What follows belongs to an exercise in optimizing a design on an open flow for small area and a short achievable clock period; a production flow would make more cautious choices.
Where RTL was checked, it was by simulation tests only, not by an equivalence proof against the original.
Power is estimated from default activity; no workload was simulated.

// ula
module ula(
    input clk14,			 
	 input reset,			 
    input [15:0] a,		 
    input [7:0] din,		 
	 output [7:0] dout,	 
    input mreq_n,			 
    input iorq_n,			 
    input rd_n,			 
    input wr_n,			 
	 input rfsh_n,			 
	 output clkcpu,		 
	 output msk_int_n,	 
    output [13:0] va,	  
	 input [7:0] vramdout, 
	 output [7:0] vramdin, 
    output vramoe,		 
    output vramcs,		  
    output vramwe,		 
    input ear,				   
    output mic,			    
    output spk,            
	 output [7:0] kbrows,    
    input [4:0] kbcolumns,	 
    output r,				
    output g,				 
    output b,				 
    output i,				 
	 output [7:0] rgbulaplus,	 
	 output ulaplus_enabled,	 
    output csync,			
    output hsync,
    output vsync
    );
Settings: LEC_CHECK=0, CAP_MARGIN=20, CORE_MARGIN=2, CORE_UTILIZATION=40, CTS_BUF_LIST=sky130_fd_sc_hd__clkbuf_16, CTS_CLUSTER_DIAMETER=70, CTS_CLUSTER_SIZE=24, PLACE_DENSITY=0.6, SETUP_SLACK_MARGIN=5, SLEW_MARGIN=20, TNS_END_PERCENT=10; clock period 10.0 ns.
run.sh (not shown) runs the stock make flow with config.mk's settings and CLKGATE_MAP_FILE= SYNTH_SCRIPT=/design/flow/synth_recipe.tcl, a recipe that flattens the netlist after the stock synthesis.
The starting point finished clean.
==> next run, changes <==
--- a/flow/config.mk
+++ b/flow/config.mk
@@ -12,2 +12,2 @@
-export CTS_CLUSTER_DIAMETER = 70
-export CTS_CLUSTER_SIZE = 24
+export CTS_CLUSTER_DIAMETER = 50
+export CTS_CLUSTER_SIZE = 30
Result: Cell area rose by 3.5%; die area stays the same; hold slack loses 0.0035 ns; maximum frequency stays flat; count of clock-buffer cells in the layout went up by 34; setup slack is about the same.
Function was not checked in any run of this note: the RTL went through the layout flow alone.


ula, a different RTL version from the one above (not shown whole).
For scale: roughly 2000 cells after synthesis, roughly 660 flip-flops, ~110 I/O pins, ~0.027 mm2 of cells after synthesis.
Settings: LEC_CHECK=0, CAP_MARGIN=20, CORE_MARGIN=2, CORE_UTILIZATION=50, PLACE_DENSITY=0.65, SETUP_SLACK_MARGIN=4.6, SLEW_MARGIN=20, SYNTH_HIERARCHICAL=1, SYNTH_MINIMUM_KEEP_SIZE=0, TNS_END_PERCENT=100; clock period 10.0 ns.
standard.sh (not shown) runs the stock make flow with config.mk's settings and CLKGATE_MAP_FILE= SYNTH_SCRIPT=/design/flow/synth_recipe.tcl, a recipe that flattens the netlist after the stock synthesis.
==> flow/flow/run.sh <==
#!/bin/bash
# Layout flow: the standard flow (standard.sh, ORFS) with three changes
# made through ORFS's own variables:
#  - ports are buffered with sky130_fd_sc_hd__buf_1 rather than the delay
#    buffer buffer_ports picks by default;
#  - clock tree synthesis uses clkbuf_16 sink clusters and no dummy loads;
#  - everything else as in the standard flow (synthesis unchanged).
# Each step's full output goes to a log file in this folder.
set -euo pipefail
export BUFFER_PORTS_ARGS="-buffer_cell sky130_fd_sc_hd__buf_1"
export CTS_ARGS="-sink_clustering_enable -repair_clock_nets -dont_use_dummy_load -buf_list sky130_fd_sc_hd__clkbuf_16 -sink_clustering_size 24 -sink_clustering_max_diameter 70"
bash standard.sh synth > synth.log 2>&1
bash standard.sh floorplan > floorplan.log 2>&1
bash standard.sh place > place.log 2>&1
bash standard.sh cts > cts.log 2>&1
bash standard.sh route > route.log 2>&1
bash standard.sh finish > finish.log 2>&1
Rerun with:
- CORE_UTILIZATION: 50 -> 40
- PLACE_DENSITY: 0.65 -> 0.6
- SETUP_SLACK_MARGIN: 4.6 -> 4.7
Effect:
- The new run ran to the end with no violations
- routed wire length is about the same
- final cell count rises by about 6.6%
- power came out lower by 0.49%


Another version of the RTL of ula (not shown whole).
Size in the first run: about 2100 cells after synthesis, roughly 660 flip-flops, ~0.028 mm² of cells after synthesis.
==> flow/config.mk <==
export PLATFORM = sky130hd
export DESIGN_NAME = ula
export DESIGN_NICKNAME = ula
export VERILOG_FILES = /design/flow/design.v
export SDC_FILE = /design/flow/constraint.sdc
export NUM_CORES = 4
export LEC_CHECK = 0
export CAP_MARGIN = 20
export CORE_MARGIN = 2
export CORE_UTILIZATION = 40
export PLACE_DENSITY = 0.6
export SETUP_SLACK_MARGIN = 5.0
export SLEW_MARGIN = 20
export TNS_END_PERCENT = 100
==> flow/constraint.sdc <==
create_clock -name core_clock -period 10.0 [get_ports {clk14}]
set_input_delay 2.0000 -clock core_clock [delete_from_list [all_inputs] [get_ports {clk14}]]
set_output_delay 2.0000 -clock core_clock [all_outputs]
set_load 0.01 [all_outputs]
Scripts as last shown in full above: flow/flow/run.sh
The starting point finished clean.
Change:
SETUP_SLACK_MARGIN = 4.6   (was 5.0)
TNS_END_PERCENT = 10   (was 100)
After rerunning: Routed wire length fell by 2.1%; register-to-register slack loses 0.05 ns; design area fell by 2.3%; non-clock buffer count fell by 30; flip-flop and latch count is unchanged; worst setup slack loses 0.024 ns; power is about the same; combinational power fell by about 9%.
No run of this note included a check of the RTL's function; only the layout flow was run.


== the previous run ==
RTL: one of the versions met above, not the one the previous note started from.
Size in the first run: about 2,000 cells after synthesis, ~660 flip-flops, about 0.027 mm^2 of cells after synthesis.
export LEC_CHECK = 0
export CAP_MARGIN = 20
export CORE_MARGIN = 2
export CORE_UTILIZATION = 40
export PLACE_DENSITY = 0.6
export SETUP_SLACK_MARGIN = 4.9
export SLEW_MARGIN = 20
export SYNTH_HIERARCHICAL = 1
export SYNTH_MINIMUM_KEEP_SIZE = 0
export TNS_END_PERCENT = 100
create_clock -name core_clock -period 10.0 [get_ports {clk14}]
Scripts as last shown in full above: flow/flow/run.sh
Looking at the reports, the previous run completed the entire flow and the layout it produced met the timing, DRC and antenna checks.
#### Input delta (the current run over the previous run)
# the previous run
export LEC_CHECK = 0
export CAP_MARGIN = 20
export CORE_MARGIN = 2
export CORE_UTILIZATION = 40
export PLACE_DENSITY = 0.6
export SETUP_SLACK_MARGIN = 4.9
export SLEW_MARGIN = 20
export SYNTH_HIERARCHICAL = 1
export SYNTH_MINIMUM_KEEP_SIZE = 0
export TNS_END_PERCENT = 100
create_clock -name core_clock -period 10.0 [get_ports {clk14}]
# the current run
export LEC_CHECK = 0
export CAP_MARGIN = 20
export CORE_MARGIN = 2
export CORE_UTILIZATION = 40
export PLACE_DENSITY = 0.6
export SETUP_SLACK_MARGIN = 4.6
export SLEW_MARGIN = 20
export SYNTH_HIERARCHICAL = 1
export SYNTH_MINIMUM_KEEP_SIZE = 0
export TNS_END_PERCENT = 100
create_clock -name core_clock -period 10.0 [get_ports {clk14}]
The previous run -> the current run: non-filler instance count after layout decreased slightly. The previous run has a lower post-route fraction of the period consumed by the critical path than the current run. Sort the current run and the previous run by number of cells on the worst reg-to-reg path asc -> top: the current run. Delta (the current run minus the previous run): combinational cell fraction of total power decreased by 0.4 points relative to the old numbers; power share of the clock group saw little to no change; number of ordinary and repair buffers in the finished layout fell by 52; net load switching power shrank by 1.1%; via count shows a reduction of 615. The final max-slew violation count on the previous run is in line with that on the current run.


blue:
Another version of the RTL of ula (not shown whole).
For scale: about 640 flip-flops, roughly 110 I/O pins, about 28000 um2 of cells after synthesis.
clock: 10.0 ns
lec_check: 0
cap_margin: 20
core_margin: 2
core_utilization: 40
place_density: 0.6
setup_slack_margin: 5
slew_margin: 20
tns_end_percent: 10
Scripts as last shown in full above: flow/flow/run.sh
### blue -> orange
- changing SETUP_SLACK_MARGIN from 5 to 4.6
- changing PLACE_DENSITY from 0.6 to 0.75
- changing CORE_UTILIZATION from 40 to 65
Notes after the runs:
- Compared with blue, orange shows largest net degree at the start of global routing lower by 7.
- Summary: area inside the core boundary, orange better than blue
- The faster design of the two is blue; orange tops out lower.
No run of this note included a check of the RTL's function; only the layout flow was run.


Another version of the RTL of ula (not shown whole).
For scale: roughly 2000 cells after synthesis, ~640 flip-flops, ~110 I/O pins, about 0.027 mm² of cells after synthesis.
==> flow/config.mk <==
export PLATFORM = sky130hd
export DESIGN_NAME = ula
export DESIGN_NICKNAME = ula
export VERILOG_FILES = /design/flow/design.v
export SDC_FILE = /design/flow/constraint.sdc
export NUM_CORES = 4
export LEC_CHECK = 0
export CAP_MARGIN = 20
export CORE_MARGIN = 2
export CORE_UTILIZATION = 40
export PLACE_DENSITY = 0.6
export SETUP_SLACK_MARGIN = 5
export SLEW_MARGIN = 20
export SYNTH_HIERARCHICAL = 1
export TNS_END_PERCENT = 10
==> flow/constraint.sdc <==
create_clock -name core_clock -period 10.0 [get_ports {clk14}]
set_input_delay 2.0000 -clock core_clock [delete_from_list [all_inputs] [get_ports {clk14}]]
set_output_delay 2.0000 -clock core_clock [all_outputs]
set_load 0.01 [all_outputs]
Scripts as last shown in full above: flow/flow/run.sh
The first run finished clean.
Next try:
--- a/flow/config.mk
+++ b/flow/config.mk
@@ -13,3 +13,2 @@
 export SLEW_MARGIN = 20
-export SYNTH_HIERARCHICAL = 1
 export TNS_END_PERCENT = 10
- The new run completed with no timing, DRC or antenna violations
- hold slack degrades by 0.0045 ns
- sequential cell count does not change
- die area goes up by 1.6%
- power barely changes
- clock power hardly moves
- via count goes up by 7.2%
- routed wire length goes up by 3.7%
- maximum frequency goes up by 7.8%
- sequential share of layout area goes up by 0.22 points
Next try:
--- a/flow/config.mk
+++ b/flow/config.mk
@@ -11,3 +11,3 @@
 export PLACE_DENSITY = 0.6
-export SETUP_SLACK_MARGIN = 5
+export SETUP_SLACK_MARGIN = 4.6
 export SLEW_MARGIN = 20
What happened:
- wire length is about the same
- setup slack is worse by 0.10 ns
- power falls slightly
- clock power barely changes
- register-to-register slack is worse by 0.03 ns
- via count is about the same
Next try:
--- a/flow/config.mk
+++ b/flow/config.mk
@@ -9,4 +9,4 @@
 export CORE_MARGIN = 2
-export CORE_UTILIZATION = 40
-export PLACE_DENSITY = 0.6
+export CORE_UTILIZATION = 65
+export PLACE_DENSITY = 0.75
 export SETUP_SLACK_MARGIN = 4.6
After rerunning: The changed run went through all stages and came out clean. Global-route usage went up by 15 points. Fmax drops slightly. Core utilization is higher by 27 points. Design area drops slightly. Die area went down by well over a third. Clock power shrinks by a few percent. Via count increases slightly. Wire length decreases by a little under a tenth. Worst setup slack loses 0.039 ns.


ula, a different RTL version from the one above (not shown whole).
For scale: about 2000 cells after synthesis, roughly 660 flip-flops, ~27000 um^2 of cells after synthesis.
==> flow/config.mk <==
export PLATFORM = sky130hd
export DESIGN_NAME = ula
export DESIGN_NICKNAME = ula
export VERILOG_FILES = /design/flow/design.v
export SDC_FILE = /design/flow/constraint.sdc
export NUM_CORES = 4
export LEC_CHECK = 0
export CAP_MARGIN = 0
export CORE_MARGIN = 2
export CORE_UTILIZATION = 40
export PLACE_DENSITY = 0.6
export SETUP_SLACK_MARGIN = 4.6
export SLEW_MARGIN = 0
export SYNTH_HIERARCHICAL = 1
export SYNTH_MINIMUM_KEEP_SIZE = 0
export TNS_END_PERCENT = 100
==> flow/constraint.sdc <==
create_clock -name core_clock -period 10.0 [get_ports {clk14}]
set_input_delay 2.0000 -clock core_clock [delete_from_list [all_inputs] [get_ports {clk14}]]
set_output_delay 2.0000 -clock core_clock [all_outputs]
set_load 0.01 [all_outputs]
==> flow/flow/run.sh <==
#!/bin/bash
# Layout flow: the standard flow (standard.sh, ORFS) with three changes
# made through ORFS's own variables:
#  - ports are buffered with sky130_fd_sc_hd__buf_1 rather than the delay
#    buffer buffer_ports picks by default;
#  - clock tree synthesis uses clkbuf_8 sink clusters and no dummy loads;
#  - everything else as in the standard flow (synthesis unchanged).
# Each step's full output goes to a log file in this folder.
set -euo pipefail
export BUFFER_PORTS_ARGS="-buffer_cell sky130_fd_sc_hd__buf_1"
export CTS_ARGS="-sink_clustering_enable -repair_clock_nets -dont_use_dummy_load -buf_list sky130_fd_sc_hd__clkbuf_8 -sink_clustering_size 16 -sink_clustering_max_diameter 50"
bash standard.sh synth > synth.log 2>&1
bash standard.sh floorplan > floorplan.log 2>&1
bash standard.sh place > place.log 2>&1
bash standard.sh cts > cts.log 2>&1
bash standard.sh route > route.log 2>&1
bash standard.sh finish > finish.log 2>&1
The baseline ran to the end with no violations.
Rerun with:
--- a/flow/flow/run.sh
+++ b/flow/flow/run.sh
@@ -6 +6 @@
-#  - clock tree synthesis uses clkbuf_8 sink clusters and no dummy loads;
+#  - clock tree synthesis uses clkbuf_16 sink clusters and no dummy loads;
@@ -11 +11 @@
-export CTS_ARGS="-sink_clustering_enable -repair_clock_nets -dont_use_dummy_load -buf_list sky130_fd_sc_hd__clkbuf_8 -sink_clustering_size 16 -sink_clustering_max_diameter 50"
+export CTS_ARGS="-sink_clustering_enable -repair_clock_nets -dont_use_dummy_load -buf_list sky130_fd_sc_hd__clkbuf_16 -sink_clustering_size 24 -sink_clustering_max_diameter 70"
Settings changed: CAP_MARGIN 0 to 20, SLEW_MARGIN 0 to 20.
Result: Synthesized cell count does not change; global-route usage is about the same; worst setup slack got worse by 0.010 ns; count of clock-buffer cells in the layout decreases by 23; final area increases slightly; sequential power barely changes; clock skew decreases by 0.069 ns; sequential share of layout area decreases by 0.45 points; via count decreases slightly; routed wire length decreases slightly; cell count decreases slightly.

## separate check: timing with driven ports
The results above use ideal ports. As a check the final layouts listed here were re-extracted and re-timed, cells and wires unchanged.
Step 1 assumes that a clkbuf_16 drives the clock port and a buf_2 every other input.
Step 2 adds t to the input delays and takes it off the output delays; t is the mean of the earliest and latest rising clock arrival at the registers after step 1. Input paths then give back, and output paths get back, about the clock's delay inside the block.
a / b / c = ideal ports / drivers / drivers and shift; a / b = the first two.
run	shift t [ns]	setup slack, ns	worst hold slack (ns)	worst setup path after step 2	pins driven straight from the clock port
the first run of note 1	0.659	4.453 / 4.407 / 4.034	0.465 / 0.465 / 0.465	input to register	1
the second run of note 1	0.692	4.454 / 4.412 / 4.047	0.462 / 0.462 / 0.462	input to register	1
the first run of note 2	0.643	4.599 / 4.634 / 4.000	0.474 / 0.474 / 0.474	input to register	1
the second run of note 2	0.621	4.666 / 4.635 / 4.202	0.458 / 0.458 / 0.458	input to register	1
the first run of note 3	0.643	4.325 / 4.285 / 4.285	0.469 / 0.469 / 0.469	input to output	1
the second run of note 3	0.627	4.301 / 4.271 / 3.749	0.471 / 0.471 / 0.471	input to register	1
the previous run	0.625	4.690 / 4.643 / 4.187	0.457 / 0.457 / 0.457	input to register	1
the current run	0.622	4.609 / 4.587 / 4.113	0.458 / 0.458 / 0.458	input to register	1
blue	0.627	4.279 / 4.238 / 4.126	0.456 / 0.456 / 0.456	input to register	1
orange	0.648	4.143 / 4.088 / 3.548	0.460 / 0.460 / 0.460	input to register	1
the first run of note 6	0.640	3.983 / 4.012 / 3.371	0.466 / 0.466 / 0.466	input to register	1
the second run of note 6	0.643	4.421 / 4.378 / 3.797	0.462 / 0.462 / 0.462	input to register	1
the third run of note 6	0.637	4.318 / 4.352 / 3.715	0.466 / 0.466 / 0.466	input to register	1
the fourth run of note 6	0.637	4.280 / 4.301 / 3.664	0.460 / 0.460 / 0.460	input to register	1
the first run of note 7	0.735	4.529 / 4.484 / 3.835	0.455 / 0.455 / 0.455	input to register	1
the second run of note 7	0.623	4.519 / 4.465 / 4.039	0.461 / 0.461 / 0.461	input to register	1
After both steps setup and hold are still met in every run listed. The setup slack of the first run of note 7, which loses most, moves by -0.045 ns with the drivers and by -0.694 ns with both steps.
